What follows belongs to an exercise in optimizing a design on an open flow for small area; a production flow would make more cautious choices.
In this exercise RTL edits were held to simulation tests only and were not proved equivalent to the original.
Power is estimated from default activity; no workload was simulated.

## build 21
Design top_module, start of the top module:
module top_module(
    input wire clk,
    input wire rst,
    input wire spi_mosi,
    input wire spi_cs_n,
    input wire mic_data_1,
    input wire mic_data_2,
    output wire [7:0] out,
    output wire pos,
    output wire neg
);
Settings: LEC_CHECK=0, CAP_MARGIN=20, CORE_MARGIN=2, CORE_UTILIZATION=70, SLEW_MARGIN=20; clock period 8.0 ns.
standard.sh (not shown) runs the stock make flow with config.mk's settings and CLKGATE_MAP_FILE= SYNTH_SCRIPT=/design/flow/synth_recipe.tcl, a recipe that flattens the netlist after the stock synthesis.
==> flow/flow/run.sh <==
#!/bin/bash
# The standard ORFS layout, with two changes: clock tree synthesis without
# dummy loads, and port buffers of the smallest buffer cell.
set -euo pipefail
export CTS_ARGS="-sink_clustering_enable -repair_clock_nets -buf_list sky130_fd_sc_hd__clkbuf_8 -sink_clustering_size 20 -sink_clustering_max_diameter 80 -balance_levels -dont_use_dummy_load"
export BUFFER_PORTS_ARGS="-buffer_cell sky130_fd_sc_hd__buf_1"
bash standard.sh finish > standard_flow.log 2>&1
Relative to build 21, the following input files were edited for build 70:
==> flow/flow/run.sh <==
#!/bin/bash
# The standard ORFS layout, with these changes:
# - synthesis maps the logic with an area-oriented ABC script (flow/abc.script)
#   in place of ORFS's delay-oriented one; everything else in synthesis,
#   including the register mapping, is the standard synthesis;
# - clock tree synthesis without dummy loads, with clkbuf_8 clusters;
# - port buffers of the smallest buffer cell.
set -euo pipefail
here=$(pwd)
rm -rf "$here/scripts_abc"
cp -r "$FLOW_HOME/scripts" "$here/scripts_abc"
cp "$here/flow/abc.script" "$here/scripts_abc/abc_speed.script"
bash standard.sh SCRIPTS_DIR="$here/scripts_abc" synth > synth_flow.log 2>&1
export CTS_ARGS="-sink_clustering_enable -repair_clock_nets -buf_list sky130_fd_sc_hd__clkbuf_8 -sink_clustering_size 22 -sink_clustering_max_diameter 60 -dont_use_dummy_load"
export BUFFER_PORTS_ARGS="-buffer_cell sky130_fd_sc_hd__buf_1"
bash standard.sh finish > standard_flow.log 2>&1
==> flow/flow/abc.script (new file) <==
strash
dch -f
amap
topo
stime -c
==> results.txt <==
Comparing share of the cycle needed by the critical path after routing for build 70 and build 21, the bigger number came from build 21.
Looking at gate count after technology mapping, build 70 sits 1.8% below build 21.
Worst-path maximum fanout for build 70 is lower than for build 21.
Compared with build 21, in build 70 worst reg-to-reg path cell count climbed 9, register share of the cell area +1.0 points.
Build 70 can be clocked faster than build 21.
When the final numbers for build 70 and build 21 were put side by side, the area overhead of the layout relative to synthesis turned out to be smaller in build 21.
Edits applied to the flow inputs when going from build 70 to build 33:
==> flow/flow/run.sh <==
#!/bin/bash
# The standard ORFS layout, with two changes: clock tree synthesis without
# dummy loads, and port buffers of the smallest buffer cell.
set -euo pipefail
export CTS_ARGS="-sink_clustering_enable -repair_clock_nets -buf_list sky130_fd_sc_hd__clkbuf_8 -sink_clustering_size 20 -sink_clustering_max_diameter 60 -dont_use_dummy_load"
export BUFFER_PORTS_ARGS="-buffer_cell sky130_fd_sc_hd__buf_1"
bash standard.sh finish > standard_flow.log 2>&1
removed: flow/flow/abc.script
[summary]
- Build 33 vs. build 70: die footprint moved up; worst endpoint required time moved down.
- Diff build 70..build 33 | area taken by flip-flops and latches | unchanged
- Comparing build 70 and build 33, the lower power is on build 70.
- Build 33 vs. build 70: wire length of the first global-routing pass grew by 2.1 mm; number of non-clock buffers went up by 15%; post-synthesis cell count grew by 18.
- Fraction of area in non-clock buffers: build 33 vs build 70, no meaningful difference
Input changes introduced in build 48 (baseline for comparison: build 33):
==> flow/flow/run.sh <==
#!/bin/bash
# The standard ORFS layout, with these changes:
# - synthesis maps the logic with an area-oriented ABC script (flow/abc.script)
#   in place of ORFS's delay-oriented one; everything else in synthesis,
#   including the register mapping, is the standard synthesis;
# - clock tree synthesis without dummy loads, with clkbuf_8 clusters;
# - port buffers of the smallest buffer cell.
set -euo pipefail
here=$(pwd)
rm -rf "$here/scripts_abc"
cp -r "$FLOW_HOME/scripts" "$here/scripts_abc"
cp "$here/flow/abc.script" "$here/scripts_abc/abc_speed.script"
bash standard.sh SCRIPTS_DIR="$here/scripts_abc" synth > synth_flow.log 2>&1
export CTS_ARGS="-sink_clustering_enable -repair_clock_nets -buf_list sky130_fd_sc_hd__clkbuf_8 -sink_clustering_size 20 -sink_clustering_max_diameter 60 -dont_use_dummy_load"
export BUFFER_PORTS_ARGS="-buffer_cell sky130_fd_sc_hd__buf_1"
bash standard.sh finish > standard_flow.log 2>&1
==> flow/flow/abc.script (new file) <==
strash
dch -f
amap
topo
stime -c
Results
Against build 33, build 48 comes in 1 lower on number of gates on the worst path with buffers counted. Build 48 against build 33: HPWL reported at the end of detailed placement has decreased; fmax +16 MHz; final core utilization lost 0.28 points. Going from build 33 to build 48, routed wire length now sits lower, number of DRC violations after detailed routing now sits at about the same level, TritonCTS buffer count now sits higher, final area now sits lower. NOTE: sequential share of layout area in build 48 exceeds that of build 33. Going from build 33 to build 48, the height of the die was found to have gone down by 1.5 um. Combinational share of power was lower in the run labelled build 48.

static timing again, ports no longer ideal:
The flow's constraints put no driver on any port. The routed layouts listed below were extracted and timed again, unchanged, in two steps.
Step 1, drivers: a clkbuf_16 drives clk and a buf_2 each remaining input, both assumed.
Step 2 also shifts input and output timing later by t, the mid clock arrival at the registers, as if the neighbouring blocks saw the same clock.
a / b / c = ideal ports / drivers / drivers and shift; a / b = the first two.
run	t, ns	setup slack, ns	hold slack, ns	latest minus earliest clock arrival (ns)	pins driven straight from the clock port
build 21	0.582	3.584 / 3.584 / 3.584	0.358 / 0.358 / 0.358	0.058 / 0.057	1
build 70	0.575	3.989 / 4.015 / 3.440	0.367 / 0.367 / 0.367	0.058 / 0.058	1
build 33	0.582	3.675 / 3.675 / 3.675	0.396 / 0.396 / 0.396	0.052 / 0.053	1
build 48	0.584	3.948 / 3.978 / 3.394	0.375 / 0.375 / 0.375	0.071 / 0.071	1
After both steps every run listed still meets setup and hold. For build 48, which loses most, drivers alone change the setup slack by +0.030 ns; drivers and shift together by -0.554 ns.
